This design comes from an exercise in tuning for small area and a short achievable clock period on the open sky130 flow, not from production work. The RTL was checked by simulation tests, not by an equivalence proof against the original design. No activity file was given, so power comes from the tool's default toggle rates.

==> flow/design.v <==
module alu #(
    parameter INST_W = 4,
    parameter INT_W  = 6,
    parameter FRAC_W = 10,
    parameter DATA_W = INT_W + FRAC_W
)(
    input                      i_clk,
    input                      i_rst_n,
    input                      i_in_valid,
    output                     o_busy,
    input         [INST_W-1:0] i_inst,
    input  signed [DATA_W-1:0] i_data_a,
    input  signed [DATA_W-1:0] i_data_b,
    output                     o_out_valid,
    output        [DATA_W-1:0] o_data
);
    reg busy_r;      
    reg ovalid_r;
    always @(posedge i_clk or negedge i_rst_n) begin
        if (!i_rst_n) begin
            busy_r   <= 1'b0;
            ovalid_r <= 1'b0;
        end else begin
            busy_r   <= i_in_valid;
            ovalid_r <= busy_r;
        end
    end
    assign o_busy      = busy_r;
    assign o_out_valid = ovalid_r;
    wire [3:0]  op = i_inst;
    wire [15:0] a  = i_data_a;
    wire [15:0] b  = i_data_b;
    wire op_add = (op == 4'd0);
    wire op_sub = (op == 4'd1);
    wire op_mul = (op == 4'd2);
    wire op_acc = (op == 4'd3);
    wire op_sp  = (op == 4'd4);
    wire op_xor = (op == 4'd5);
    wire op_rs  = (op == 4'd6);
    wire op_lr  = (op == 4'd7);
    wire op_clz = (op == 4'd8);
    wire op_rm  = (op == 4'd9);
    wire a_neg   = a[15];
    wire a_hi    = ~a_neg & (|a[14:11]);           
    wire a_p0    = ~a_neg & ~(|a[14:11]);          
    wire a_m1    = a_neg & (&a[14:10]);            
    wire a_m2    = a_neg & (&a[14:11]) & ~a[10];   
    wire a_m3    = a_neg & (&a[14:12]) & ~a[11] & a[10];   
    wire sp_mid = a_p0 | a_m1 | a_m2 | a_m3;
    wire [16:0] ye = {b, 1'b0};
    wire [7:0]  b_one, b_two, b_neg;
    wire [7:0]  m_one, m_two, m_neg;
    wire [16:0] xe = {a[15], a};
    wire [16:0] xs = {a, 1'b0};
    genvar gi;
    generate for (gi = 0; gi < 8; gi = gi + 1) begin : g_benc
        assign b_one[gi] = ye[2*gi+1] ^ ye[2*gi];
        assign b_two[gi] = (ye[2*gi+2] & ~ye[2*gi+1] & ~ye[2*gi]) | (~ye[2*gi+2] & ye[2*gi+1] & ye[2*gi]);
        assign b_neg[gi] = ye[2*gi+2];
    end endgenerate
    wire [7:0] sp_one = {(a[15] ? (a[11] ? (a[10] ? 1'b1 : 1'b1) : 1'b0) : 1'b0), (a[15] ? (a[11] ? (a[10] ? 1'b1 : 1'b0) : 1'b0) : 1'b0), (a[15] ? (a[11] ? (a[10] ? 1'b1 : 1'b0) : 1'b1) : 1'b0), (a[15] ? (a[11] ? (a[10] ? 1'b1 : 1'b1) : 1'b0) : 1'b0), (a[15] ? (a[11] ? (a[10] ? 1'b1 : 1'b0) : 1'b0) : 1'b0), (a[15] ? (a[11] ? (a[10] ? 1'b1 : 1'b0) : 1'b1) : 1'b0), (a[15] ? (a[11] ? (a[10] ? 1'b1 : 1'b1) : 1'b0) : 1'b0), (a[15] ? (a[11] ? (a[10] ? 1'b1 : 1'b0) : 1'b1) : 1'b0)};
    wire [7:0] sp_two = {(a[15] ? (a[11] ? (a[10] ? 1'b0 : 1'b0) : 1'b0) : 1'b1), (a[15] ? (a[11] ? (a[10] ? 1'b0 : 1'b0) : 1'b1) : 1'b1), (a[15] ? (a[11] ? (a[10] ? 1'b0 : 1'b1) : 1'b0) : 1'b1), (a[15] ? (a[11] ? (a[10] ? 1'b0 : 1'b0) : 1'b0) : 1'b1), (a[15] ? (a[11] ? (a[10] ? 1'b0 : 1'b0) : 1'b1) : 1'b1), (a[15] ? (a[11] ? (a[10] ? 1'b0 : 1'b1) : 1'b0) : 1'b1), (a[15] ? (a[11] ? (a[10] ? 1'b0 : 1'b0) : 1'b0) : 1'b1), (a[15] ? (a[11] ? (a[10] ? 1'b0 : 1'b1) : 1'b0) : 1'b1)};
    wire [7:0] sp_neg = {(a[15] ? (a[11] ? (a[10] ? 1'b0 : 1'b0) : 1'b0) : 1'b0), (a[15] ? (a[11] ? (a[10] ? 1'b0 : 1'b0) : 1'b0) : 1'b0), (a[15] ? (a[11] ? (a[10] ? 1'b0 : 1'b1) : 1'b1) : 1'b0), (a[15] ? (a[11] ? (a[10] ? 1'b0 : 1'b0) : 1'b0) : 1'b0), (a[15] ? (a[11] ? (a[10] ? 1'b0 : 1'b0) : 1'b0) : 1'b0), (a[15] ? (a[11] ? (a[10] ? 1'b0 : 1'b1) : 1'b1) : 1'b0), (a[15] ? (a[11] ? (a[10] ? 1'b0 : 1'b0) : 1'b0) : 1'b0), (a[15] ? (a[11] ? (a[10] ? 1'b0 : 1'b1) : 1'b0) : 1'b0)};
    wire use_sp = op[2];
    assign m_one = use_sp ? sp_one : b_one;
    assign m_two = use_sp ? sp_two : b_two;
    assign m_neg = use_sp ? sp_neg : b_neg;
    wire [16:0] pp0 = ({17{m_one[0]}} & xe | {17{m_two[0]}} & xs) ^ {17{m_neg[0]}};
    wire [16:0] pp1 = ({17{m_one[1]}} & xe | {17{m_two[1]}} & xs) ^ {17{m_neg[1]}};
    wire [16:0] pp2 = ({17{m_one[2]}} & xe | {17{m_two[2]}} & xs) ^ {17{m_neg[2]}};
    wire [16:0] pp3 = ({17{m_one[3]}} & xe | {17{m_two[3]}} & xs) ^ {17{m_neg[3]}};
    wire [16:0] pp4 = ({17{m_one[4]}} & xe | {17{m_two[4]}} & xs) ^ {17{m_neg[4]}};
    wire [16:0] pp5 = ({17{m_one[5]}} & xe | {17{m_two[5]}} & xs) ^ {17{m_neg[5]}};
    wire [16:0] pp6 = ({17{m_one[6]}} & xe | {17{m_two[6]}} & xs) ^ {17{m_neg[6]}};
    wire [16:0] pp7 = ({17{m_one[7]}} & xe | {17{m_two[7]}} & xs) ^ {17{m_neg[7]}};
    wire fs1;
    wire fc2;
    wire fs3;
    wire fc4;
    wire fs5;
    wire fc6;
    wire fs7;
    wire fc8;
    wire fs9;
    wire fc10;
    wire fs11;
    wire fc12;
    wire hs13;
    wire hc14;
    wire fs15;
    wire fc16;
    wire fs17;
    wire fc18;
    wire fs19;
    wire fc20;
    wire fs21;
    wire fc22;
    wire fs23;
    wire fc24;
    wire fs25;
    wire fc26;
    wire fs27;
    wire fc28;
    wire fs29;
    wire fc30;
    wire fs31;
    wire fc32;
    wire fs33;
    wire fc34;
    wire fs35;
    wire fc36;
    wire hs37;
    wire hc38;
    wire fs39;
    wire fc40;
    wire fs41;
    wire fc42;
    wire hs43;
    wire hc44;
    wire fs45;
    wire fc46;
    wire fs47;
    wire fc48;
    wire fs49;
    wire fc50;
    wire hs51;
    wire hc52;
    wire fs53;
    wire fc54;
    wire hs55;
    wire hc56;
    wire hs57;
    wire hc58;
    wire hs59;
    wire hc60;
    wire fs61;
    wire fc62;
    wire hs63;
    wire hc64;
    wire fs65;
    wire fc66;
    wire fs67;
    wire fc68;
    wire fs69;
    wire fc70;
    wire fs71;
    wire fc72;
    wire fs73;
    wire fc74;
    wire fs75;
    wire fc76;
    wire fs77;
    wire fc78;
    wire fs79;
    wire fc80;
    wire fs81;
    wire fc82;
    wire fs83;
    wire fc84;
    wire fs85;
    wire fc86;
    wire fs87;
    wire fc88;
    wire fs89;
    wire fc90;
    wire fs91;
    wire fc92;
    wire fs93;
    wire fc94;
    wire fs95;
    wire fc96;
    wire fs97;
    wire fc98;
    wire fs99;
    wire fc100;
    wire fs101;
    wire fc102;
    wire fs103;
    wire fc104;
    wire fs105;
    wire fc106;
    wire fs107;
    wire fc108;
    wire fs109;
    wire fc110;
    wire fs111;
    wire fc112;
    wire fs113;
    wire fc114;
    wire fs115;
    wire fc116;
    wire fs117;
    wire fc118;
    wire fs119;
    wire fc120;
    wire fs121;
    wire fc122;
    wire fs123;
    wire fc124;
    wire fs125;
    wire fc126;
    wire hs127;
    wire hc128;
    wire fs129;
    wire fc130;
    wire hs131;
    wire hc132;
    wire hs133;
    wire hc134;
    wire hs135;
    wire hc136;
    wire fs137;
    wire fc138;
    wire fs139;
    wire fc140;
    wire fs141;
    wire fc142;
    wire fs143;
    wire fc144;
    wire fs145;
    wire fc146;
    wire fs147;
    wire fc148;
    wire fs149;
    wire fc150;
    wire fs151;
    wire fc152;
    wire fs153;
    wire fc154;
    wire fs155;
    wire fc156;
    wire fs157;
    wire fc158;
    wire fs159;
    wire fc160;
    wire fs161;
    wire fc162;
    wire fs163;
    wire fc164;
    wire fs165;
    wire fc166;
    wire fs167;
    wire fc168;
    wire fs169;
    wire fc170;
    wire fs171;
    wire fc172;
    wire fs173;
    wire fc174;
    wire fs175;
    wire fc176;
    wire fs177;
    wire fc178;
    wire fs179;
    wire fc180;
    wire hs181;
    wire hc182;
    wire hs183;
    wire hc184;
    wire fs185;
    wire fc186;
    wire fs187;
    wire fc188;
    wire fs189;
    wire fc190;
    wire fs191;
    wire fc192;
    wire fs193;
    wire fc194;
    wire fs195;
    wire fc196;
    wire fs197;
    wire fc198;
    wire fs199;
    wire fc200;
    wire fs201;
    wire fc202;
    wire fs203;
    wire fc204;
    wire fs205;
    wire fc206;
    wire fs207;
    wire fc208;
    wire fs209;
    wire fc210;
    wire fs211;
    wire fc212;
    wire fs213;
    wire fc214;
    wire fs215;
    wire fc216;
    wire fs217;
    wire fc218;
    wire fs219;
    wire fc220;
    wire fs221;
    wire fc222;
    wire fs223;
    wire fc224;
    wire fs225;
    wire fc226;
    wire fs227;
    wire fc228;
    wire fs229;
    wire fc230;
    wire fs231;
    wire fc232;
    wire fs233;
    wire fc234;
    wire hs235;
    wire hc236;
    wire kc9_0 = use_sp ? (a[15] ? (a[11] ? (a[10] ? 1'b0 : 1'b0) : 1'b0) : 1'b0) : 1'b1;
    wire kc10_0 = use_sp ? (a[15] ? (a[11] ? (a[10] ? 1'b0 : 1'b1) : 1'b1) : 1'b0) : 1'b0;
    wire kc11_0 = use_sp ? (a[15] ? (a[11] ? (a[10] ? 1'b1 : 1'b0) : 1'b1) : 1'b1) : 1'b0;
    wire kc12_0 = use_sp ? (a[15] ? (a[11] ? (a[10] ? 1'b0 : 1'b1) : 1'b0) : 1'b0) : 1'b0;
    wire kc13_0 = use_sp ? (a[15] ? (a[11] ? (a[10] ? 1'b1 : 1'b1) : 1'b1) : 1'b1) : 1'b0;
    wire kc13_1 = use_sp ? (a[15] ? (a[11] ? (a[10] ? 1'b0 : 1'b1) : 1'b1) : 1'b0) : 1'b0;
    wire kc15_0 = use_sp ? (a[15] ? (a[11] ? (a[10] ? 1'b0 : 1'b0) : 1'b1) : 1'b0) : 1'b0;
    wire kc16_0 = use_sp ? (a[15] ? (a[11] ? (a[10] ? 1'b0 : 1'b0) : 1'b0) : 1'b0) : 1'b1;
    wire kc17_0 = use_sp ? (a[15] ? (a[11] ? (a[10] ? 1'b1 : 1'b0) : 1'b0) : 1'b1) : 1'b1;
    wire kc18_0 = use_sp ? (a[15] ? (a[11] ? (a[10] ? 1'b1 : 1'b1) : 1'b0) : 1'b1) : 1'b0;
    wire kc19_0 = use_sp ? (a[15] ? (a[11] ? (a[10] ? 1'b0 : 1'b0) : 1'b0) : 1'b0) : 1'b1;
    wire kc20_0 = use_sp ? (a[15] ? (a[11] ? (a[10] ? 1'b1 : 1'b0) : 1'b0) : 1'b1) : 1'b0;
    wire kc21_0 = use_sp ? (a[15] ? (a[11] ? (a[10] ? 1'b0 : 1'b1) : 1'b0) : 1'b0) : 1'b1;
    wire kc22_0 = use_sp ? (a[15] ? (a[11] ? (a[10] ? 1'b1 : 1'b1) : 1'b0) : 1'b1) : 1'b0;
    wire kc23_0 = use_sp ? (a[15] ? (a[11] ? (a[10] ? 1'b0 : 1'b1) : 1'b0) : 1'b0) : 1'b1;
    wire kc24_0 = use_sp ? (a[15] ? (a[11] ? (a[10] ? 1'b1 : 1'b0) : 1'b0) : 1'b1) : 1'b0;
    wire kc25_0 = use_sp ? (a[15] ? (a[11] ? (a[10] ? 1'b0 : 1'b0) : 1'b0) : 1'b0) : 1'b1;
    wire kc26_0 = use_sp ? (a[15] ? (a[11] ? (a[10] ? 1'b1 : 1'b1) : 1'b1) : 1'b1) : 1'b0;
    assign fs1 = m_neg[5] ^ kc10_0 ^ pp0[10];
    assign fc2 = (m_neg[5] & kc10_0) | (m_neg[5] & pp0[10]) | (kc10_0 & pp0[10]);
    assign fs3 = kc11_0 ^ pp0[11] ^ pp1[9];
    assign fc4 = (kc11_0 & pp0[11]) | (kc11_0 & pp1[9]) | (pp0[11] & pp1[9]);
    assign fs5 = m_neg[6] ^ kc12_0 ^ pp0[12];
    assign fc6 = (m_neg[6] & kc12_0) | (m_neg[6] & pp0[12]) | (kc12_0 & pp0[12]);
    assign fs7 = pp1[10] ^ pp2[8] ^ pp3[6];
    assign fc8 = (pp1[10] & pp2[8]) | (pp1[10] & pp3[6]) | (pp2[8] & pp3[6]);
    assign fs9 = kc13_0 ^ kc13_1 ^ pp0[13];
    assign fc10 = (kc13_0 & kc13_1) | (kc13_0 & pp0[13]) | (kc13_1 & pp0[13]);
    assign fs11 = pp1[11] ^ pp2[9] ^ pp3[7];
    assign fc12 = (pp1[11] & pp2[9]) | (pp1[11] & pp3[7]) | (pp2[9] & pp3[7]);
    assign hs13 = pp4[5] ^ pp5[3];
    assign hc14 = pp4[5] & pp5[3];
    assign fs15 = m_neg[7] ^ pp0[14] ^ pp1[12];
    assign fc16 = (m_neg[7] & pp0[14]) | (m_neg[7] & pp1[12]) | (pp0[14] & pp1[12]);
    assign fs17 = pp2[10] ^ pp3[8] ^ pp4[6];
    assign fc18 = (pp2[10] & pp3[8]) | (pp2[10] & pp4[6]) | (pp3[8] & pp4[6]);
    assign fs19 = pp5[4] ^ pp6[2] ^ pp7[0];
    assign fc20 = (pp5[4] & pp6[2]) | (pp5[4] & pp7[0]) | (pp6[2] & pp7[0]);
    assign fs21 = kc15_0 ^ pp0[15] ^ pp1[13];
    assign fc22 = (kc15_0 & pp0[15]) | (kc15_0 & pp1[13]) | (pp0[15] & pp1[13]);
    assign fs23 = pp2[11] ^ pp3[9] ^ pp4[7];
    assign fc24 = (pp2[11] & pp3[9]) | (pp2[11] & pp4[7]) | (pp3[9] & pp4[7]);
    assign fs25 = pp5[5] ^ pp6[3] ^ pp7[1];
    assign fc26 = (pp5[5] & pp6[3]) | (pp5[5] & pp7[1]) | (pp6[3] & pp7[1]);
    assign fs27 = kc16_0 ^ pp1[14] ^ pp2[12];
    assign fc28 = (kc16_0 & pp1[14]) | (kc16_0 & pp2[12]) | (pp1[14] & pp2[12]);
    assign fs29 = pp3[10] ^ pp4[8] ^ pp5[6];
    assign fc30 = (pp3[10] & pp4[8]) | (pp3[10] & pp5[6]) | (pp4[8] & pp5[6]);
    assign fs31 = pp6[4] ^ pp7[2] ^ ~pp0[16];
    assign fc32 = (pp6[4] & pp7[2]) | (pp6[4] & ~pp0[16]) | (pp7[2] & ~pp0[16]);
    assign fs33 = kc17_0 ^ pp1[15] ^ pp2[13];
    assign fc34 = (kc17_0 & pp1[15]) | (kc17_0 & pp2[13]) | (pp1[15] & pp2[13]);
    assign fs35 = pp3[11] ^ pp4[9] ^ pp5[7];
    assign fc36 = (pp3[11] & pp4[9]) | (pp3[11] & pp5[7]) | (pp4[9] & pp5[7]);
    assign hs37 = pp6[5] ^ pp7[3];
    assign hc38 = pp6[5] & pp7[3];
    assign fs39 = kc18_0 ^ pp2[14] ^ pp3[12];
    assign fc40 = (kc18_0 & pp2[14]) | (kc18_0 & pp3[12]) | (pp2[14] & pp3[12]);
    assign fs41 = pp4[10] ^ pp5[8] ^ pp6[6];
    assign fc42 = (pp4[10] & pp5[8]) | (pp4[10] & pp6[6]) | (pp5[8] & pp6[6]);
    assign hs43 = pp7[4] ^ ~pp1[16];
    assign hc44 = pp7[4] & ~pp1[16];
    assign fs45 = kc19_0 ^ pp2[15] ^ pp3[13];
    assign fc46 = (kc19_0 & pp2[15]) | (kc19_0 & pp3[13]) | (pp2[15] & pp3[13]);
    assign fs47 = pp4[11] ^ pp5[9] ^ pp6[7];
    assign fc48 = (pp4[11] & pp5[9]) | (pp4[11] & pp6[7]) | (pp5[9] & pp6[7]);
    assign fs49 = kc20_0 ^ pp3[14] ^ pp4[12];
    assign fc50 = (kc20_0 & pp3[14]) | (kc20_0 & pp4[12]) | (pp3[14] & pp4[12]);
    assign hs51 = pp5[10] ^ pp6[8];
    assign hc52 = pp5[10] & pp6[8];
    assign fs53 = kc21_0 ^ pp3[15] ^ pp4[13];
    assign fc54 = (kc21_0 & pp3[15]) | (kc21_0 & pp4[13]) | (pp3[15] & pp4[13]);
    assign hs55 = kc22_0 ^ pp4[14];
    assign hc56 = kc22_0 & pp4[14];
    assign hs57 = m_neg[3] ^ pp0[6];
    assign hc58 = m_neg[3] & pp0[6];
    assign hs59 = pp0[7] ^ pp1[5];
    assign hc60 = pp0[7] & pp1[5];
    assign fs61 = m_neg[4] ^ pp0[8] ^ pp1[6];
    assign fc62 = (m_neg[4] & pp0[8]) | (m_neg[4] & pp1[6]) | (pp0[8] & pp1[6]);
    assign hs63 = pp2[4] ^ pp3[2];
    assign hc64 = pp2[4] & pp3[2];
    assign fs65 = kc9_0 ^ pp0[9] ^ pp1[7];
    assign fc66 = (kc9_0 & pp0[9]) | (kc9_0 & pp1[7]) | (pp0[9] & pp1[7]);
    assign fs67 = pp2[5] ^ pp3[3] ^ pp4[1];
    assign fc68 = (pp2[5] & pp3[3]) | (pp2[5] & pp4[1]) | (pp3[3] & pp4[1]);
    assign fs69 = pp1[8] ^ pp2[6] ^ pp3[4];
    assign fc70 = (pp1[8] & pp2[6]) | (pp1[8] & pp3[4]) | (pp2[6] & pp3[4]);
    assign fs71 = pp4[2] ^ pp5[0] ^ fs1;
    assign fc72 = (pp4[2] & pp5[0]) | (pp4[2] & fs1) | (pp5[0] & fs1);
    assign fs73 = pp2[7] ^ pp3[5] ^ pp4[3];
    assign fc74 = (pp2[7] & pp3[5]) | (pp2[7] & pp4[3]) | (pp3[5] & pp4[3]);
    assign fs75 = pp5[1] ^ fc2 ^ fs3;
    assign fc76 = (pp5[1] & fc2) | (pp5[1] & fs3) | (fc2 & fs3);
    assign fs77 = pp4[4] ^ pp5[2] ^ pp6[0];
    assign fc78 = (pp4[4] & pp5[2]) | (pp4[4] & pp6[0]) | (pp5[2] & pp6[0]);
    assign fs79 = fc4 ^ fs5 ^ fs7;
    assign fc80 = (fc4 & fs5) | (fc4 & fs7) | (fs5 & fs7);
    assign fs81 = pp6[1] ^ hs13 ^ fc6;
    assign fc82 = (pp6[1] & hs13) | (pp6[1] & fc6) | (hs13 & fc6);
    assign fs83 = fc8 ^ fs9 ^ fs11;
    assign fc84 = (fc8 & fs9) | (fc8 & fs11) | (fs9 & fs11);
    assign fs85 = hc14 ^ fc10 ^ fc12;
    assign fc86 = (hc14 & fc10) | (hc14 & fc12) | (fc10 & fc12);
    assign fs87 = fs15 ^ fs17 ^ fs19;
    assign fc88 = (fs15 & fs17) | (fs15 & fs19) | (fs17 & fs19);
    assign fs89 = fc16 ^ fc18 ^ fc20;
    assign fc90 = (fc16 & fc18) | (fc16 & fc20) | (fc18 & fc20);
    assign fs91 = fs21 ^ fs23 ^ fs25;
    assign fc92 = (fs21 & fs23) | (fs21 & fs25) | (fs23 & fs25);
    assign fs93 = fc22 ^ fc24 ^ fc26;
    assign fc94 = (fc22 & fc24) | (fc22 & fc26) | (fc24 & fc26);
    assign fs95 = fs27 ^ fs29 ^ fs31;
    assign fc96 = (fs27 & fs29) | (fs27 & fs31) | (fs29 & fs31);
    assign fs97 = hs37 ^ fc28 ^ fc30;
    assign fc98 = (hs37 & fc28) | (hs37 & fc30) | (fc28 & fc30);
    assign fs99 = fc32 ^ fs33 ^ fs35;
    assign fc100 = (fc32 & fs33) | (fc32 & fs35) | (fs33 & fs35);
    assign fs101 = hc38 ^ hs43 ^ fc34;
    assign fc102 = (hc38 & hs43) | (hc38 & fc34) | (hs43 & fc34);
    assign fs103 = fc36 ^ fs39 ^ fs41;
    assign fc104 = (fc36 & fs39) | (fc36 & fs41) | (fs39 & fs41);
    assign fs105 = pp7[5] ^ hc44 ^ fc40;
    assign fc106 = (pp7[5] & hc44) | (pp7[5] & fc40) | (hc44 & fc40);
    assign fs107 = fc42 ^ fs45 ^ fs47;
    assign fc108 = (fc42 & fs45) | (fc42 & fs47) | (fs45 & fs47);
    assign fs109 = pp7[6] ^ ~pp2[16] ^ hs51;
    assign fc110 = (pp7[6] & ~pp2[16]) | (pp7[6] & hs51) | (~pp2[16] & hs51);
    assign fs111 = fc46 ^ fc48 ^ fs49;
    assign fc112 = (fc46 & fc48) | (fc46 & fs49) | (fc48 & fs49);
    assign fs113 = pp5[11] ^ pp6[9] ^ pp7[7];
    assign fc114 = (pp5[11] & pp6[9]) | (pp5[11] & pp7[7]) | (pp6[9] & pp7[7]);
    assign fs115 = hc52 ^ fc50 ^ fs53;
    assign fc116 = (hc52 & fc50) | (hc52 & fs53) | (fc50 & fs53);
    assign fs117 = pp5[12] ^ pp6[10] ^ pp7[8];
    assign fc118 = (pp5[12] & pp6[10]) | (pp5[12] & pp7[8]) | (pp6[10] & pp7[8]);
    assign fs119 = ~pp3[16] ^ hs55 ^ fc54;
    assign fc120 = (~pp3[16] & hs55) | (~pp3[16] & fc54) | (hs55 & fc54);
    assign fs121 = kc23_0 ^ pp4[15] ^ pp5[13];
    assign fc122 = (kc23_0 & pp4[15]) | (kc23_0 & pp5[13]) | (pp4[15] & pp5[13]);
    assign fs123 = pp6[11] ^ pp7[9] ^ hc56;
    assign fc124 = (pp6[11] & pp7[9]) | (pp6[11] & hc56) | (pp7[9] & hc56);
    assign fs125 = kc24_0 ^ pp5[14] ^ pp6[12];
    assign fc126 = (kc24_0 & pp5[14]) | (kc24_0 & pp6[12]) | (pp5[14] & pp6[12]);
    assign hs127 = pp7[10] ^ ~pp4[16];
    assign hc128 = pp7[10] & ~pp4[16];
    assign fs129 = kc25_0 ^ pp5[15] ^ pp6[13];
    assign fc130 = (kc25_0 & pp5[15]) | (kc25_0 & pp6[13]) | (pp5[15] & pp6[13]);
    assign hs131 = kc26_0 ^ pp6[14];
    assign hc132 = kc26_0 & pp6[14];
    reg  [19:0] acc [0:15];
    reg  [15:0] acc_v;
    wire [15:0] a_dec = 16'd1 << a[3:0];
    reg  [19:0] acc_rd;
    integer k;
    always @(*) begin
        acc_rd = 20'd0;
        for (k = 0; k < 16; k = k + 1)
            acc_rd = acc_rd | ({20{a_dec[k] & acc_v[k]}} & acc[k]);
    end
    wire [19:0] x_d = op_acc ? acc_rd : {{4{a[15]}}, a};
    wire [15:0] y_d = op_sub ? ~b :
                      op_lr  ? {b[15:4], 4'd0 - b[3:0]} :
                      op_sp  ? 16'd0 :
                      b;
    reg [19:0] x_r;
    reg [15:0] y_r;
    reg [3:0]  idx_r;
    reg [105:0] mr;
    reg s_acc_r, s_sum_r, s_cin_r, s_mul_r, s_sp_r, s_xor_r;
    reg s_rs_r, s_lr_r, s_clz_r, s_rm_r;
    always @(posedge i_clk) begin
        x_r        <= x_d;
        y_r        <= y_d;
        idx_r      <= a[3:0];
        mr         <= {~pp7[16], pp7[15], ~pp6[16], pp7[14], hc132, pp7[13], pp6[15], fc130, hs131, ~pp5[16], pp7[12], hc128, fc126, fs129, pp7[11], fc124, fc122, fs125, hs127, fc120, fc118, fs123, fs121, fc116, fc114, fs119, fs117, fc112, fc110, fs115, fs113, fc108, fc106, fs111, fs109, fc104, fc102, fs107, fs105, fc100, fc98, fs103, fs101, fc96, fc94, fs99, fs97, fc92, fc90, fs95, fs93, fc88, fc86, fs91, fs89, fc84, fc82, fs87, fs85, fc80, fc78, fs83, fs81, fc76, fc74, fs79, fs77, fc72, fc70, fs75, fs73, fc68, fc66, fs71, fs69, hc64, fc62, fs67, fs65, hc60, fs61, hs63, pp4[0], hc58, hs59, pp3[1], pp2[3], hs57, pp3[0], pp2[2], pp1[4], pp2[1], pp1[3], pp0[5], pp2[0], pp1[2], pp0[4], m_neg[2], pp1[1], pp0[3], pp1[0], pp0[2], m_neg[1], pp0[1], pp0[0], m_neg[0]};
        s_acc_r    <= op_acc;
        s_sum_r    <= op_add | op_sub | op_acc;
        s_cin_r    <= op_sub;
        s_mul_r    <= op_mul;
        s_sp_r     <= op_sp & sp_mid;
        s_xor_r    <= op_xor | (op_sp & a_hi);
        s_rs_r     <= op_rs;
        s_lr_r     <= op_lr;
        s_clz_r    <= op_clz;
        s_rm_r     <= op_rm;
    end
    wire [15:0] xa = x_r[15:0];
    wire [15:0] idx_dec = 16'd1 << idx_r;
    wire [15:0] slo = {1'b0, x_r[14:0]} + {1'b0, y_r[14:0]} + {15'd0, s_cin_r};
    wire        c15 = slo[15];
    wire [4:0]  shi = x_r[19:15] + {5{y_r[15]}};
    wire [4:0]  shi1 = shi + 5'd1;
    wire [19:0] sum = {c15 ? shi1 : shi, slo[14:0]};
    wire        sok0 = (shi == 5'd0)  | (shi == 5'd31);
    wire        sok1 = (shi == 5'd31) | (shi == 5'd30);
    wire        sum_ok = c15 ? sok1 : sok0;
    wire [15:0] sum_sat = sum_ok ? sum[15:0] : {sum[19], {15{~sum[19]}}};
    wire acc_we = busy_r & s_acc_r;
    always @(posedge i_clk or negedge i_rst_n) begin
        if (!i_rst_n)
            acc_v <= 16'd0;
        else if (acc_we)
            acc_v <= acc_v | idx_dec;
    end
    always @(posedge i_clk) begin
        for (k = 0; k < 16; k = k + 1)
            if (acc_we & idx_dec[k])
                acc[k] <= sum;
    end
    assign hs133 = mr[8] ^ mr[9];
    assign hc134 = mr[8] & mr[9];
    assign hs135 = mr[12] ^ mr[13];
    assign hc136 = mr[12] & mr[13];
    assign fs137 = mr[15] ^ mr[16] ^ mr[17];
    assign fc138 = (mr[15] & mr[16]) | (mr[15] & mr[17]) | (mr[16] & mr[17]);
    assign fs139 = mr[19] ^ mr[20] ^ mr[21];
    assign fc140 = (mr[19] & mr[20]) | (mr[19] & mr[21]) | (mr[20] & mr[21]);
    assign fs141 = mr[23] ^ mr[24] ^ mr[25];
    assign fc142 = (mr[23] & mr[24]) | (mr[23] & mr[25]) | (mr[24] & mr[25]);
    assign fs143 = mr[27] ^ mr[28] ^ mr[29];
    assign fc144 = (mr[27] & mr[28]) | (mr[27] & mr[29]) | (mr[28] & mr[29]);
    assign fs145 = mr[31] ^ mr[32] ^ mr[33];
    assign fc146 = (mr[31] & mr[32]) | (mr[31] & mr[33]) | (mr[32] & mr[33]);
    assign fs147 = mr[35] ^ mr[36] ^ mr[37];
    assign fc148 = (mr[35] & mr[36]) | (mr[35] & mr[37]) | (mr[36] & mr[37]);
    assign fs149 = mr[39] ^ mr[40] ^ mr[41];
    assign fc150 = (mr[39] & mr[40]) | (mr[39] & mr[41]) | (mr[40] & mr[41]);
    assign fs151 = mr[43] ^ mr[44] ^ mr[45];
    assign fc152 = (mr[43] & mr[44]) | (mr[43] & mr[45]) | (mr[44] & mr[45]);
    assign fs153 = mr[47] ^ mr[48] ^ mr[49];
    assign fc154 = (mr[47] & mr[48]) | (mr[47] & mr[49]) | (mr[48] & mr[49]);
    assign fs155 = mr[51] ^ mr[52] ^ mr[53];
    assign fc156 = (mr[51] & mr[52]) | (mr[51] & mr[53]) | (mr[52] & mr[53]);
    assign fs157 = mr[55] ^ mr[56] ^ mr[57];
    assign fc158 = (mr[55] & mr[56]) | (mr[55] & mr[57]) | (mr[56] & mr[57]);
    assign fs159 = mr[59] ^ mr[60] ^ mr[61];
    assign fc160 = (mr[59] & mr[60]) | (mr[59] & mr[61]) | (mr[60] & mr[61]);
    assign fs161 = mr[63] ^ mr[64] ^ mr[65];
    assign fc162 = (mr[63] & mr[64]) | (mr[63] & mr[65]) | (mr[64] & mr[65]);
    assign fs163 = mr[67] ^ mr[68] ^ mr[69];
    assign fc164 = (mr[67] & mr[68]) | (mr[67] & mr[69]) | (mr[68] & mr[69]);
    assign fs165 = mr[71] ^ mr[72] ^ mr[73];
    assign fc166 = (mr[71] & mr[72]) | (mr[71] & mr[73]) | (mr[72] & mr[73]);
    assign fs167 = mr[75] ^ mr[76] ^ mr[77];
    assign fc168 = (mr[75] & mr[76]) | (mr[75] & mr[77]) | (mr[76] & mr[77]);
    assign fs169 = mr[79] ^ mr[80] ^ mr[81];
    assign fc170 = (mr[79] & mr[80]) | (mr[79] & mr[81]) | (mr[80] & mr[81]);
    assign fs171 = mr[83] ^ mr[84] ^ mr[85];
    assign fc172 = (mr[83] & mr[84]) | (mr[83] & mr[85]) | (mr[84] & mr[85]);
    assign fs173 = mr[87] ^ mr[88] ^ mr[89];
    assign fc174 = (mr[87] & mr[88]) | (mr[87] & mr[89]) | (mr[88] & mr[89]);
    assign fs175 = mr[91] ^ mr[92] ^ mr[93];
    assign fc176 = (mr[91] & mr[92]) | (mr[91] & mr[93]) | (mr[92] & mr[93]);
    assign fs177 = mr[95] ^ mr[96] ^ mr[97];
    assign fc178 = (mr[95] & mr[96]) | (mr[95] & mr[97]) | (mr[96] & mr[97]);
    assign fs179 = 1'b1 ^ mr[99] ^ mr[100];
    assign fc180 = (1'b1 & mr[99]) | (1'b1 & mr[100]) | (mr[99] & mr[100]);
    assign hs181 = mr[3] ^ mr[4];
    assign hc182 = mr[3] & mr[4];
    assign hs183 = mr[6] ^ mr[7];
    assign hc184 = mr[6] & mr[7];
    assign fs185 = mr[10] ^ mr[11] ^ hs133;
    assign fc186 = (mr[10] & mr[11]) | (mr[10] & hs133) | (mr[11] & hs133);
    assign fs187 = mr[14] ^ hc134 ^ hs135;
    assign fc188 = (mr[14] & hc134) | (mr[14] & hs135) | (hc134 & hs135);
    assign fs189 = mr[18] ^ hc136 ^ fs137;
    assign fc190 = (mr[18] & hc136) | (mr[18] & fs137) | (hc136 & fs137);
    assign fs191 = mr[22] ^ fc138 ^ fs139;
    assign fc192 = (mr[22] & fc138) | (mr[22] & fs139) | (fc138 & fs139);
    assign fs193 = mr[26] ^ fc140 ^ fs141;
    assign fc194 = (mr[26] & fc140) | (mr[26] & fs141) | (fc140 & fs141);
    assign fs195 = mr[30] ^ fc142 ^ fs143;
    assign fc196 = (mr[30] & fc142) | (mr[30] & fs143) | (fc142 & fs143);
    assign fs197 = mr[34] ^ fc144 ^ fs145;
    assign fc198 = (mr[34] & fc144) | (mr[34] & fs145) | (fc144 & fs145);
    assign fs199 = mr[38] ^ fc146 ^ fs147;
    assign fc200 = (mr[38] & fc146) | (mr[38] & fs147) | (fc146 & fs147);
    assign fs201 = mr[42] ^ fc148 ^ fs149;
    assign fc202 = (mr[42] & fc148) | (mr[42] & fs149) | (fc148 & fs149);
    assign fs203 = mr[46] ^ fc150 ^ fs151;
    assign fc204 = (mr[46] & fc150) | (mr[46] & fs151) | (fc150 & fs151);
    assign fs205 = mr[50] ^ fc152 ^ fs153;
    assign fc206 = (mr[50] & fc152) | (mr[50] & fs153) | (fc152 & fs153);
    assign fs207 = mr[54] ^ fc154 ^ fs155;
    assign fc208 = (mr[54] & fc154) | (mr[54] & fs155) | (fc154 & fs155);
    assign fs209 = mr[58] ^ fc156 ^ fs157;
    assign fc210 = (mr[58] & fc156) | (mr[58] & fs157) | (fc156 & fs157);
    assign fs211 = mr[62] ^ fc158 ^ fs159;
    assign fc212 = (mr[62] & fc158) | (mr[62] & fs159) | (fc158 & fs159);
    assign fs213 = mr[66] ^ fc160 ^ fs161;
    assign fc214 = (mr[66] & fc160) | (mr[66] & fs161) | (fc160 & fs161);
    assign fs215 = mr[70] ^ fc162 ^ fs163;
    assign fc216 = (mr[70] & fc162) | (mr[70] & fs163) | (fc162 & fs163);
    assign fs217 = mr[74] ^ fc164 ^ fs165;
    assign fc218 = (mr[74] & fc164) | (mr[74] & fs165) | (fc164 & fs165);
    assign fs219 = mr[78] ^ fc166 ^ fs167;
    assign fc220 = (mr[78] & fc166) | (mr[78] & fs167) | (fc166 & fs167);
    assign fs221 = mr[82] ^ fc168 ^ fs169;
    assign fc222 = (mr[82] & fc168) | (mr[82] & fs169) | (fc168 & fs169);
    assign fs223 = mr[86] ^ fc170 ^ fs171;
    assign fc224 = (mr[86] & fc170) | (mr[86] & fs171) | (fc170 & fs171);
    assign fs225 = mr[90] ^ fc172 ^ fs173;
    assign fc226 = (mr[90] & fc172) | (mr[90] & fs173) | (fc172 & fs173);
    assign fs227 = mr[94] ^ fc174 ^ fs175;
    assign fc228 = (mr[94] & fc174) | (mr[94] & fs175) | (fc174 & fs175);
    assign fs229 = mr[98] ^ fc176 ^ fs177;
    assign fc230 = (mr[98] & fc176) | (mr[98] & fs177) | (fc176 & fs177);
    assign fs231 = mr[101] ^ fc178 ^ fs179;
    assign fc232 = (mr[101] & fc178) | (mr[101] & fs179) | (fc178 & fs179);
    assign fs233 = mr[102] ^ mr[103] ^ fc180;
    assign fc234 = (mr[102] & mr[103]) | (mr[102] & fc180) | (mr[103] & fc180);
    assign hs235 = 1'b1 ^ mr[104];
    assign hc236 = 1'b1 & mr[104];
    wire [31:0] pr_a = {1'b1, mr[105], hs235, fs233, fs231, fs229, fs227, fs225, fs223, fs221, fs219, fs217, fs215, fs213, fs211, fs209, fs207, fs205, fs203, fs201, fs199, fs197, fs195, fs193, fs191, fs189, fs187, fs185, hs183, mr[5], mr[2], mr[0]};
    wire [31:0] pr_b = {1'b0, hc236, fc234, fc232, fc230, fc228, fc226, fc224, fc222, fc220, fc218, fc216, fc214, fc212, fc210, fc208, fc206, fc204, fc202, fc200, fc198, fc196, fc194, fc192, fc190, fc188, fc186, hc184, hc182, hs181, 1'b0, mr[1]};
    wire [24:0] kg0 = pr_a[24:0] & pr_b[24:0];
    wire [24:0] kp0 = pr_a[24:0] ^ pr_b[24:0];
    wire [24:0] kg1, kp1;
    assign kg1[0:0] = kg0[0:0];
    assign kp1[0:0] = kp0[0:0];
    assign kg1[24:1] = kg0[24:1] | (kp0[24:1] & kg0[23:0]);
    assign kp1[24:1] = kp0[24:1] & kp0[23:0];
    wire [24:0] kg2, kp2;
    assign kg2[1:0] = kg1[1:0];
    assign kp2[1:0] = kp1[1:0];
    assign kg2[24:2] = kg1[24:2] | (kp1[24:2] & kg1[22:0]);
    assign kp2[24:2] = kp1[24:2] & kp1[22:0];
    wire [24:0] kg3, kp3;
    assign kg3[3:0] = kg2[3:0];
    assign kp3[3:0] = kp2[3:0];
    assign kg3[24:4] = kg2[24:4] | (kp2[24:4] & kg2[20:0]);
    assign kp3[24:4] = kp2[24:4] & kp2[20:0];
    wire [24:0] kg4, kp4;
    assign kg4[7:0] = kg3[7:0];
    assign kp4[7:0] = kp3[7:0];
    assign kg4[24:8] = kg3[24:8] | (kp3[24:8] & kg3[16:0]);
    assign kp4[24:8] = kp3[24:8] & kp3[16:0];
    wire [24:0] kg5, kp5;
    assign kg5[15:0] = kg4[15:0];
    assign kp5[15:0] = kp4[15:0];
    assign kg5[24:16] = kg4[24:16] | (kp4[24:16] & kg4[8:0]);
    assign kp5[24:16] = kp4[24:16] & kp4[8:0];
    wire [25:0] kc  = {kg5, 1'b0};             
    wire [25:0] lo  = {kc[25], kp0 ^ kc[24:0]};
    wire        c25 = lo[25];
    wire [6:0]  ha_ = pr_a[31:25], hb_ = pr_b[31:25];
    wire [6:0]  hx  = ha_ ^ hb_;
    wire        z0  = &(hx[6:1] ~^ (ha_[5:0] | hb_[5:0]));    
    wire        z1  = &(~hx[6:1] ~^ (ha_[5:0] & hb_[5:0]));   
    wire        ok0 = (z0 & ~hx[0]) | (z1 & hx[0]);           
    wire        ok1 = (z0 & hx[0]) | (z1 & ~hx[0]);           
    wire        mul_ok = c25 ? ok1 : ok0;
    wire        p25 = hx[0] ^ c25;
    wire        p26 = hx[1] ^ ((ha_[0] & hb_[0]) | (hx[0] & c25));
    wire        mul_sgn = xa[15] ^ y_r[15];    
    wire [15:0] sp_res  = {5'd0, p26, p25, lo[24:16]};    
    wire [31:0] rot2 = {xa, xa} >> y_r[3:0];
    wire [15:0] rot  = rot2[15:0];
    reg  [15:0] rs_res;
    integer j;
    always @(*) begin
        for (j = 0; j < 16; j = j + 1)
            rs_res[j] = (y_r[4] | (j + y_r[3:0] > 15)) ? xa[15] : rot[j];
    end
    reg [4:0] zcnt;
    always @(*) begin
        zcnt = 5'd0;
        for (j = 0; j < 16; j = j + 1)
            if (xa[j]) zcnt = 15 - j;
    end
    reg [12:0] match4;
    always @(*) begin
        for (j = 0; j < 13; j = j + 1)
            match4[j] = (xa[j+:4] == y_r[(15-j)-:4]);
    end
    wire [15:0] res_m = s_sp_r ? sp_res : {p25, lo[24:10]};
    wire [15:0] res_o = ({16{s_sum_r}} & sum_sat)
                      | ({16{s_mul_r}} & {mul_sgn, {15{~mul_sgn}}})
                      | ({16{s_xor_r}} & (xa ^ y_r))
                      | ({16{s_rs_r }} & rs_res)
                      | ({16{s_lr_r }} & rot)
                      | ({16{s_clz_r}} & {11'd0, zcnt})
                      | ({16{s_rm_r }} & {3'd0, match4});
    reg [15:0] odata_m, odata_o;
    reg        osel_m;
    always @(posedge i_clk) begin
        odata_m <= res_m;
        odata_o <= res_o;
        osel_m  <= s_sp_r | (s_mul_r & mul_ok);
    end
    assign o_data = osel_m ? odata_m : odata_o;
endmodule
==> flow/run.sh <==
#!/bin/bash
# synth_recipe.tcl (not shown) runs the flow's synth.tcl, then flattens the netlist and writes it again
# the make line also repeats each setting of config.mk as NAME=value (left out here)
make -C /OpenROAD-flow-scripts/flow DESIGN_CONFIG=/design/flow/config.mk WORK_HOME=/design/flow/orfs CLKGATE_MAP_FILE= SYNTH_SCRIPT=/design/flow/synth_recipe.tcl finish
==> flow/config.mk <==
export PLATFORM = sky130hd
export DESIGN_NAME = alu
export DESIGN_NICKNAME = alu
export VERILOG_FILES = /design/flow/design.v
export SDC_FILE = /design/flow/constraint.sdc
export NUM_CORES = 4
export LEC_CHECK = 0
export ABC_CLOCK_PERIOD_IN_PS = 3500
export CAP_MARGIN = 20
export CORE_MARGIN = 2
export CORE_UTILIZATION = 50
export CTS_BUF_LIST = sky130_fd_sc_hd__clkbuf_8
export SETUP_SLACK_MARGIN = 5
export SLEW_MARGIN = 20
==> flow/constraint.sdc <==
create_clock -name core_clock -period 8.5 [get_ports {i_clk}]
set_input_delay 1.7000 -clock core_clock [delete_from_list [all_inputs] [get_ports {i_clk}]]
set_output_delay 1.7000 -clock core_clock [all_outputs]
set_load 0.01 [all_outputs]
==> results.txt, run 1 <==
min Tclk post-route about 3.7 ns; period utilisation layout 43.8%; crit-path max FO 2; drt initial violations 2251; via count 19.8k; first-pass GRT wire length 126000 um; die area 56100 um^2; RSZ-0062 raised after global routing yes; status finished clean; Mean Syn Cell Area 11.6 um^2; sequential fraction of the synthesis area 51.1%; DRC violations left 0; required time of the critical path between 9 and 10 ns; setup_tns 0 ns; R2R Path End odata_m[9]; final count of negative-setup-slack endpoints 0; Vias/cell 6.09; number of synthesized flops with an enable pin 320; Placer Congestion 0.900; CTS tree built; Inst Count DP 2991; # clock sinks 527; Final Power around 12000 uW; crit-path cells inv_2 -> fa_1 -> fa_1 -> inv_2 -> ha_4 -> a2111o_1 -> o2111a_1 -> o2111a_1 -> a21oi_2 -> a211o_2 -> inv_2 -> fa_2 -> nand2_1 -> o21ai_1; initial core utilization roughly half; Final Hold Viols 0; # port buffers 56; FF-to-FF Start mr[57]; Root Driver clkbuf_8; Synth Warn # 2; WP data arrival 4.34 ns; max cap viols 0; Worst setup startpoint mr[57]; Filler cells 4345; Reg2Reg Depth 14; Layout Cells excl Fill between 3k and 4k; Fin Clk Skew 0.0336 ns; ys flop type edfxtp_1; core area 53700 um^2; Max Clock Freq 269 MHz; Setup crit end kind register; detailed placer's ending HPWL 54500 um; die height about 240 um; Longest Clk Path Bufs 3; most frequent cells in the layout edfxtp_1, inv_1, dfxtp_1, a22oi_1, xnor2_1; Hold Crit Class register to register; slowest stage delay, CP approximately 0.53 ns; critical path class register to register; share of cells above drive strength 1 between 20% and 30%; Final Slew Violations 0; Total Routing Usage GR 30.5%; commonest non-fill, non-tap cell in the layout edfxtp_1; vias in the first global route around 20k; synthesized area around 27000 um^2; I/O pin cnt 57; routed length per instance around 27 um; antenna violations before repair 8; Pre-antenna DRT Iters 8; Leak Pwr 0.0126 uW; Critical Path Sink odata_m[9]; VDD IR max 0.000548 V; post-route ant nets 0; Slew @ Worst Pin 1.10 ns; multi-input gate area in the final layout 13000 um^2; Distinct cells, synth 81; FP Rows 85; global route overflow 0; asr flop ratio synth 3.42%; die width between 200 and 250 um; final instance area 32300 um^2; register-to-register setup slack 4.78 ns; pin count of the biggest net entering global routing 40; Critical-path top delay cell fa_2; Slew headroom 26.5%; WL final about 87000 um; post-synth net total 2556; DP Area 28800 um^2; H-Tree Depth 3; Synth Register Bits 527; type of element launching the critical path register; Area Overhead vs Synth 19.2%; clock latency on the worst-skew pair approximately 0.7 ns; power density over the cells 361 nW/um^2; diode count 0; Syn Inst Count 2329; Clock Pin Slew Worst Setup and Hold Paths 0.06 ns; cts bufs inserted 88; crit-path most repeated cell inv_2; NumNets Final roughly 2.7k; FF+latch area 13900 um^2
-- sequential cells by signal, indices dropped and copies added (netlist names), 4 cells and up --
name,cells
acc,320
mr,106
x_r,20
acc_v,16
odata_m,16
odata_o,16
y_r,16
idx_r,4
-- report_power, final --
part	leakage [uW]	total [uW]	switching, uW	internal (uW)
combinational	0.00677	6070	3480	2590
clock	0.00107	2320	1090	1230
sequential	0.00471	3280	134	3150
-- how the worst min path moves through the flow --
stage | slack, ns | to | from | cells past startpoint
after floorplan | 0.43 | acc_v[0] | acc_v[0] | 1
after global placement | 0.44 | acc_v[6] | acc_v[6] | 1
after detailed placement | 0.45 | acc_v[2] | acc_v[2] | 1
after CTS | 0.46 | acc_v[1] | acc_v[1] | 1
after global routing | 0.47 | acc_v[2] | acc_v[2] | 1
final | 0.46 | acc_v[10] | acc_v[10] | 1
-- per-layer routing --
metal / track usage (%) / share of wire [%] / vias up
met5: 0 / 0.061 / -
met4: 10.9 / 3.5 / 8
met3: 6.03 / 8.6 / 220
met2: 50.8 / 48 / 976
met1: 39.9 / 40 / 9904
li1: - / - / 8738
-- synth_stat cells (6+ instances only) --
master | number | area (um^2)
a211oi_1 | 14 | 105
a21o_1 | 7 | 52.6
a21oi_1 | 100 | 500
a221oi_1 | 33 | 289
a22o_1 | 30 | 263
a22oi_1 | 210 | 1580
a31oi_1 | 9 | 56.3
and3_1 | 19 | 119
buf_1 | 29 | 109
buf_2 | 24 | 120
clkbuf_1 | 96 | 360
dfrtp_1 | 18 | 450
dfxtp_1 | 189 | 3780
edfxtp_1 | 320 | 9610
fa_1 | 103 | 2060
ha_1 | 85 | 1060
inv_1 | 180 | 676
mux2_2 | 18 | 203
mux2i_1 | 20 | 200
mux4_2 | 16 | 360
nand2_1 | 112 | 420
nand2b_1 | 7 | 43.8
nand3_1 | 56 | 280
nand3b_1 | 6 | 45.0
nand4_1 | 13 | 81.3
nor2_1 | 118 | 443
nor2b_1 | 11 | 68.8
nor3_1 | 34 | 170
nor4_1 | 8 | 50.1
o211ai_1 | 10 | 75.1
o21ai_0 | 63 | 315
o21ai_1 | 15 | 75.1
o21bai_1 | 6 | 45.0
o31a_1 | 6 | 52.6
or2_2 | 19 | 119
xnor2_1 | 170 | 1490
xor2_1 | 67 | 587
-- worst max-delay path, delay by kind of cell (launching register included) --
kind / cells / cell delay, ns
flops: 1 / 0.33
compound gates: 6 / 1.40
simple gates: 1 / 0.05
fa+ha+maj: 4 / 1.75
buf+inv: 3 / 0.13
-- cell families (layout without fill, tap and decap cells) --
logic type / Yosys count / after routing / synth area share [%]
XOR/XNOR: 237 / 237 / 7.66
adder cells (fa/ha/maj): 188 / 188 / 11.5
flip-flops: 527 / 527 / 51.1
AO/OA/AOI/OAI: 556 / 560 / 14.4
AND/OR/NAND/NOR: 427 / 427 / 7.51
buffers and inverters: 338 / 566 / 4.86
multiplexers: 56 / 56 / 2.91
-- metrics by stage --
stage	setup WS (ns)	hold WS [ns]	util, %
after floorplan	4.58	0.430	-
after global placement	3.33	0.442	53.6
after detailed placement	3.23	0.446	53.7
after CTS	4.78	0.459	59.2
after global routing	4.64	0.468	60.1
final	4.78	0.455	60.1
-- layout make-up --
cell class                 instances  area share [%]
multi-input combinational       1468            40.3
clock inverter                    66            1.46
sequential                       527            42.9
tap                              696            2.70
clock buffer                     100            4.26
inverter                         186            2.26
timing repair buffer             214            6.12
-- timing repair --
item	in CTS	in global routing
gates cloned	4	4
hold buffers	0	0
setup buffers	65	27
pin swaps	40	31
gates resized for setup	219	126
setup endpoints to repair	180	127
==> run 2: changes to the inputs <==
--- a/flow/config.mk
+++ b/flow/config.mk
@@ -7,3 +7,3 @@
 export LEC_CHECK = 0
-export ABC_CLOCK_PERIOD_IN_PS = 3500
+export ABC_AREA = 1
 export CAP_MARGIN = 20
==> run 2 against run 1 <==
  * Critical path depth decreased by 3
  * Largest cell class unchanged
  * Cell count increased by 19%
  * Still clean on timing, DRC and antenna
  * Sequential share of layout area decreased by 1.4 points
  * Clock-buffer cell count increased by 7
  * Clock power increased by 3%
  * Combinational power increased by 8.2%
  * Power increased by 4.9%
==> results.txt, run 2 <==
crit-path cells clkbuf_4 -> nor2_2 -> inv_1 -> nand2_1 -> o21ai_4 -> clkinvlp_4 -> buf_4 -> o22ai_2 -> xor2_1 -> fa_2 -> fa_1 (was inv_2 -> fa_1 -> fa_1 -> inv_2 -> ha_4 -> a2111o_1 -> o2111a_1 -> o2111a_1 -> a21oi_2 -> a211o_2 -> inv_2 -> fa_2 -> nand2_1 -> o21ai_1); Biggest register acc (unchanged); # port buffers 56 (unchanged); max cap viols 0 (unchanged); final instance area 33400 um^2 (was 32300 um^2); CTS tree built (unchanged); Root Driver clkbuf_8 (unchanged); Placer Congestion 0.960 (was 0.900); Synth Warn # 2 (unchanged); Syn Inst Count 2868 (was 2329); post-synth net total 3096 (was 2556); FP Rows 86 (was 85); Slew @ Worst Pin 1.09 ns (was 1.10 ns); drt initial violations 2255 (was 2251); Post-synth top cells nand2_1, inv_1, edfxtp_1 (was edfxtp_1, a22oi_1, dfxtp_1); Placement Setup Slack 3.10 ns (was 3.23 ns); Distinct cells, synth 60 (was 81); Total Routing Usage GR 33.5% (was 30.5%); # clock sinks 527 (unchanged); Mean Syn Cell Area 9.81 um^2 (was 11.6 um^2); Top Registers acc (320), mr (106), x_r (20) (unchanged); antenna violations before repair 7 (was 8); die area 58200 um^2 (was 56100 um^2); commonest non-fill, non-tap cell in the layout nand2_1 (was edfxtp_1); most frequent cells in the layout nand2_1, inv_1, edfxtp_1, dfxtp_1, xor2_1 (was edfxtp_1, inv_1, dfxtp_1, a22oi_1, xnor2_1); Vias/cell 5.82 (was 6.09); post-synth top area share 34.2% (was 35.5%); pin count of the biggest net entering global routing 41 (was 40); critical path class input pin to register (was register to register); clock latency on the worst-skew pair 0.70 ns (was 0.72 ns); vias in the first global route 21.8k (was 19.6k); final count of negative-setup-slack endpoints 0 (unchanged); I/O pin cnt 57 (unchanged); WP data arrival 4.13 ns (was 4.34 ns); Pre-antenna DRT Iters 7 (was 8); Slew headroom 27.4% (was 26.5%); slowest stage delay, CP 0.53 ns (about the same); routed length per instance 24.9 um (was 26.6 um); DP Area 29600 um^2 (was 28800 um^2); Leak Pwr 0.0140 uW (was 0.0126 uW); min Tclk post-route 3.59 ns (was 3.72 ns); Critical path buffers and inverters 4 (was 3); required time of the critical path 9.04 ns (was 9.11 ns); DRC violations left 0 (unchanged); RSZ-0062 raised after global routing yes (unchanged); WL final 96800 um (was 86700 um); H-Tree Depth 3 (unchanged); sequential fraction of the synthesis area 49.2% (was 51.1%); max FFs per register 320 (unchanged); die height 241 um (was 237 um); delay-heaviest family, CP adder cells (unchanged); Longest Clk Path Bufs 3 (unchanged); Fin Clk Skew 0.0452 ns (was 0.0336 ns); detailed placer's ending HPWL 65400 um (was 54500 um); post-route ant nets 0 (unchanged); first-pass GRT wire length 140000 um (was 126000 um); Clock Pin Slew Worst Setup and Hold Paths 0.05 ns (was 0.06 ns); fin worst setup slack 4.91 ns (was 4.78 ns); final core utilization 60.3% (was 60.1%); via count 22.6k (was 19.8k); core area 55300 um^2 (was 53700 um^2); VDD IR max 0.000559 V (was 0.000548 V); period utilisation layout 42.3% (was 43.8%); number of synthesized flops with an enable pin 320 (unchanged); Hold Crit Class register to register (unchanged); NumNets Final 3291 (was 2712); synthesized area 28100 um^2 (was 27100 um^2); Synth Register Bits 527 (unchanged); Critical-path top delay cell fa_2 (unchanged); initial core utilization 50.9% (was 50.4%); ys flop type edfxtp_1 (unchanged); setup_tns 0 ns (unchanged); global route overflow 0 (unchanged); most frequent cell after synthesis nand2_1 (was edfxtp_1); share of cells above drive strength 1 17.9% (was 23.2%); cell taking the most area after synthesis edfxtp_1 (unchanged); asr flop ratio synth 3.42% (unchanged); Area contributors post-synth edfxtp_1, dfxtp_1, fa_1 (unchanged); type of element launching the critical path input pin (was register); die width 241 um (was 237 um); Max Clock Freq 278 MHz (was 269 MHz); status finished clean (unchanged); Final Slew Violations 0 (unchanged); Setup crit end kind register (unchanged); Area Overhead vs Synth 18.6% (was 19.2%); cts bufs inserted 88 (unchanged); crit-path max FO 7 (was 2); Final Hold Viols 0 (unchanged); power density over the cells 367 nW/um^2 (was 361 nW/um^2)
[run 2: what timing repair did]
item / CTS / global route
hold buffers: 0 / 0
gates cloned: 4 / 1
setup buffers: 96 / 23
pin swaps: 34 / 34
gates resized for setup: 198 / 96
setup endpoints to repair: 155 / 87
[run 2: per-stage QoR]
| step | total power, uW | hold slack (ns) | std cells |
|---|---|---|---|
| after floorplan | 6920 | 0.427 | 2868 |
| after global placement | 8970 | 0.447 | 3597 |
| after detailed placement | 9020 | 0.449 | 3597 |
| after CTS | 11900 | 0.462 | 3861 |
| after global routing | 13000 | 0.479 | 3887 |
| final | 12200 | 0.456 | 3887 |
[run 2: metal layers]
| metal | share of wire (%) | track usage, % | wire length (um) | vias up |
|---|---|---|---|---|
| met5 | 0.032 | 0 | 31 | - |
| met4 | 4.6 | 14.3 | 4420 | 4 |
| li1 | - | - | - | 10209 |
| met3 | 7.9 | 6.07 | 7670 | 287 |
| met1 | 41 | 44.2 | 39700 | 10941 |
| met2 | 46 | 54.6 | 45000 | 1189 |
[run 2: final timing paths]
| kind | startpoint | to | slack [ns] | depth (start not counted) |
|---|---|---|---|---|
| worst max-delay path | i_data_b[8] | mr[64] | 4.91 | 11 |
| worst min-delay path | busy_r | ovalid_r | 0.46 | 0 |
| worst max register to register | mr[52] | odata_m[4] | 4.95 | 13 |
| worst min register to register | busy_r | ovalid_r | 0.46 | 0 |
| max in group asynchronous | i_rst_n | acc_v[13] | 6.46 | 1 |
| min in group asynchronous | i_rst_n | acc_v[15] | 1.48 | 1 |
[run 2: kinds of logic after synthesis]
family | Yosys count | share of synthesized area [%]
simple gates | 919 | 14.0
compound gates | 569 | 12.5
flops | 527 | 49.2
buf+inv | 468 | 6.78
fa+ha+maj | 189 | 11.2
xor+xnor | 174 | 5.42
mux | 22 | 0.854
[run 2: power breakdown]
part	leakage (uW)	internal [uW]	switching [uW]
Combinational	0.00820	2300	4260
Sequential	0.00470	3140	139
Clock	0.00109	1340	1050
Total	0.0140	6790	5450
[run 2: worst reg2reg max path, cell delays in order, from the launching register on]
cell and delay [ns]:
dfxtp_1 0.35, inv_1 0.07, fa_1 0.47, fa_1 0.51, inv_1 0.04, ha_1 0.36
nand2_1 0.14, nor4_2 0.53, nand2_1 0.11, nand2_1 0.14, nand2_1 0.09, nand3b_1 0.11
nand3_1 0.12, o21ai_1 0.33
[run 2: cell type report]
cell class                 count  area [um^2]
timing repair buffer         219         2010
tap                          748          936
sequential                   527        13900
timing repair inverter         1         5.00
fill                        4763        21900
clock buffer                 107         1470
multi-input combinational   1874        13200
clock inverter                57          460
inverter                     352         1440
antenna                        2         5.00
==> run 3: changes to the inputs <==
--- a/flow/config.mk
+++ b/flow/config.mk
@@ -10,3 +10,3 @@
 export CORE_MARGIN = 2
-export CORE_UTILIZATION = 50
+export CORE_UTILIZATION = 58
 export CTS_BUF_LIST = sky130_fd_sc_hd__clkbuf_8
==> run 3 against run 2 <==
  * Still clean
  * Worst hold slack worse by 0.022 ns
  * Clock skew shrank 0.012 ns
  * Register-to-register slack improved by 0.15 ns
  * Final area decreased by 1.6%
  * Global-route usage grew 3.2 points
==> results.txt, run 3 <==
Slew headroom 34.5% (was 27.4%); post-route ant nets 0 (unchanged); Mean Syn Cell Area 9.81 um^2 (unchanged); asr flop ratio synth 3.42% (unchanged); ys flop type edfxtp_1 (unchanged); Leak Pwr 0.0137 uW (was 0.0140 uW); commonest non-fill, non-tap cell in the layout nand2_1 (unchanged); Filler cells 3616 (was 4763); clock latency on the worst-skew pair 0.69 ns (was 0.70 ns); Distinct cells, synth 60 (unchanged); first-pass GRT wire length 136000 um (was 140000 um); die width 224 um (was 241 um); Clock Pin Slew Worst Setup and Hold Paths 0.06 ns (was 0.05 ns); global route overflow 0 (unchanged); VDD IR max 0.000371 V (was 0.000559 V); drt initial violations 2932 (was 2255); setup_tns 0 ns (unchanged); Fin Clk Skew 0.0335 ns (was 0.0452 ns); WP data arrival 4.25 ns (was 4.13 ns); share of cells above drive strength 1 17.1% (was 17.9%); sequential fraction of the synthesis area 49.2% (unchanged); power density over the cells 357 nW/um^2 (was 367 nW/um^2); Flop pwr share 27.9% (was 26.8%); final core utilization 68.7% (was 60.3%); largest family of logic cells by synthesized area simple AND/OR/NAND/NOR gates (unchanged); # clock sinks 527 (unchanged); routed length per instance 25.3 um (was 24.9 um); Max Clock Freq 269 MHz (was 278 MHz); max FFs per register 320 (unchanged); NumNets Final 3280 (was 3291); switching share of total power 44.4% (was 44.5%); Root Driver clkbuf_8 (unchanged); fin worst setup slack 4.79 ns (was 4.91 ns); crit-path max FO 13 (was 7); core area 47800 um^2 (was 55300 um^2); area share of and/or/nand/nor cells after synthesis 14.0% (unchanged); Final Power 11700 uW (was 12200 uW); # hold bufs at CTS 0 (unchanged); most frequent cells in the layout nand2_1, inv_1, edfxtp_1, dfxtp_1, xor2_1 (unchanged); FF+latch area 13800 um^2 (was 13900 um^2); H-Tree Depth 3 (unchanged); Final Slew Violations 0 (unchanged); I/O pin cnt 57 (unchanged); critical path class input pin to register (unchanged); die height 224 um (was 241 um); cell taking the most area after synthesis edfxtp_1 (unchanged); DRC violations left 0 (unchanged); Area Overhead vs Synth 16.8% (was 18.6%); cts bufs inserted 85 (was 88); type of element launching the critical path input pin (unchanged); WL final 94700 um (was 96800 um); post-synth net total 3096 (unchanged); required time of the critical path 9.03 ns (was 9.04 ns); Hold Crit Class register to register (unchanged); Syn Inst Count 2868 (unchanged); Post-synth top cells nand2_1, inv_1, edfxtp_1 (unchanged); initial core utilization 58.8% (was 50.9%); max cap viols 0 (unchanged); Top Registers acc (320), mr (106), x_r (20) (unchanged); xor and xnor area share after synthesis 5.42% (unchanged); Area contributors post-synth edfxtp_1, dfxtp_1, fa_1 (unchanged); Post-Synth Adder-Cell Area 11.2% (unchanged); post-synth top area share 34.2% (unchanged); Vias/cell 6.15 (was 5.82); min Tclk post-route 3.71 ns (was 3.59 ns); status finished clean (unchanged); # port buffers 56 (unchanged); via count 23.0k (was 22.6k); mux share of post-synthesis cell area 0.854% (unchanged); FP Rows 80 (was 86); Longest Clk Path Bufs 3 (unchanged); antenna violations before repair 2 (was 7); final count of negative-setup-slack endpoints 0 (unchanged); RSZ-0062 raised after global routing yes (unchanged); number of synthesized flops with an enable pin 320 (unchanged); Placement Setup Slack 2.83 ns (was 3.10 ns); period utilisation layout 43.7% (was 42.3%); Synth Warn # 2 (unchanged); internal power 6530 uW (was 6790 uW); multi-input gate area in the final layout 13200 um^2 (about the same); synthesized area 28100 um^2 (unchanged); Compound-Gate Fraction of Synth Area 12.5% (unchanged); Total Routing Usage GR 36.7% (was 33.5%); Final Hold Viols 0 (unchanged); Slew @ Worst Pin 0.982 ns (was 1.09 ns); Clk pwr share 18.5% (was 19.6%); net switching power 5210 uW (was 5450 uW); most frequent cell after synthesis nand2_1 (unchanged); Setup crit end kind register (unchanged); die area 50300 um^2 (was 58200 um^2); Pre-antenna DRT Iters 8 (was 7); Gate power share 53.6% (about the same); Biggest register acc (unchanged); Synth Register Bits 527 (unchanged); CTS tree built (unchanged); pin count of the biggest net entering global routing 41 (unchanged); Placer Congestion 1.00 (was 0.960); vias in the first global route 22.1k (was 21.8k); detailed placer's ending HPWL 62500 um (was 65400 um)
==> run 3: kinds of logic after synthesis <==
logic type,count (synthesis)
and+or+nand+nor,919
AOI/OAI and AO/OA,569
DFF,527
buffers and inverters,468
adders and majority gates,189
xor gates and xnor gates,174
muxes,22
==> run 3: path summary, 6_finish.rpt <==
| kind | start | end | slack (ns) | depth (start not counted) |
|---|---|---|---|---|
| min reg2reg | busy_r | ovalid_r | 0.43 | 0 |
| min in group asynchronous | i_rst_n | acc_v[3] | 1.50 | 1 |
| max reg2reg | mr[19] | odata_m[9] | 5.10 | 13 |
| max in group asynchronous | i_rst_n | acc_v[4] | 6.48 | 1 |
| max | i_data_a[10] | mr[40] | 4.79 | 9 |
| min | busy_r | ovalid_r | 0.43 | 0 |
==> run 3: critical path: stages <==
cell	delay, ns
buf_2	0.28
nand2_1	0.14
inv_1	0.12
nor2_4	0.08
a21oi_4	0.37
inv_4	0.20
xor2_1	0.30
fa_1	0.54
fa_1	0.50
==> run 3: layout make-up <==
cell class                 instances  area share, %
timing repair inverter             3         0.0609
tap                              615           2.34
inverter                         352           4.36
antenna                            3         0.0229
clock buffer                     102           4.27
multi-input combinational       1874           40.2
timing repair buffer             209           5.63
clock inverter                    58          0.952
sequential                       527           42.2
==> run 3: what timing repair did <==
| action | in CTS | in global routing |
|---|---|---|
| gates resized for setup | 201 | 110 |
| buffers inserted | 80 | 33 |
| endpoints found under the setup margin | 166 | 72 |
| pin swaps | 20 | 30 |
| cloned | 2 | 2 |
==> run 3: layer usage <==
| layer | routed length (um) | part of all wire, % | GRT usage, % |
|---|---|---|---|
| met1 | 35600 | 38 | 48.1 |
| met2 | 43400 | 46 | 58.6 |
| met3 | 10300 | 11 | 7.03 |
| met4 | 5430 | 5.7 | 19.2 |
| met5 | 8 | 0.0084 | 0 |
==> run 3: power by group through the flow <==
stage / registers [uW] / clock network, uW / logic (uW)
final: 3280 / 2170 / 6290
after global routing: 3290 / 2300 / 6840
after CTS: 3270 / 2190 / 5990
after detailed placement: 3330 / 0 / 5550
after global placement: 3320 / 0 / 5480
after floorplan: 3250 / 0 / 3660
==> run 3: through the flow <==
stage / std cells / hold WS (ns) / cell area [um^2]
finish: 3743 / 0.433 / 32800
global route: 3742 / 0.446 / 32800
CTS: 3705 / 0.433 / 32200
detailed placement: 3463 / 0.421 / 29400
global placement: 3462 / 0.404 / 29400
floorplan: 2868 / 0.427 / 28400

what the ideal ports hide:
The results above use ideal ports. As a check the final layouts listed here were re-extracted and re-timed, cells and wires unchanged. Step 1 (the two cells are an assumption about what drives the block):
set clk [get_ports {i_clk}]
set_driving_cell -lib_cell sky130_fd_sc_hd__clkbuf_16 $clk
set_driving_cell -lib_cell sky130_fd_sc_hd__buf_2 [delete_from_list [all_inputs] $clk]
Step 2 times the ports against the registers' clock, not the clock port: input delays grow and output delays shrink by t, the midpoint of the rising clock arrivals with the driver on. Three values: ideal ports, drivers, drivers and shift; two values: the first two.
run	t (ns)	slack for setup (ns)	hold WS [ns]	slew at the worst register clock pin (ns)	cell pins on the clock port's net
run 1	0.750	4.776 / 4.776 / 4.231	0.455 / 0.455 / 0.455	0.07 / 0.07	1
run 2	0.742	4.905 / 4.915 / 4.173	0.456 / 0.456 / 0.456	0.07 / 0.07	1
run 3	0.736	4.785 / 4.818 / 4.082	0.433 / 0.433 / 0.433	0.07 / 0.07	1
After both steps every run listed still meets setup and hold. The setup slack of run 2, which loses most, moves by +0.010 ns with the drivers and by -0.732 ns with both steps.
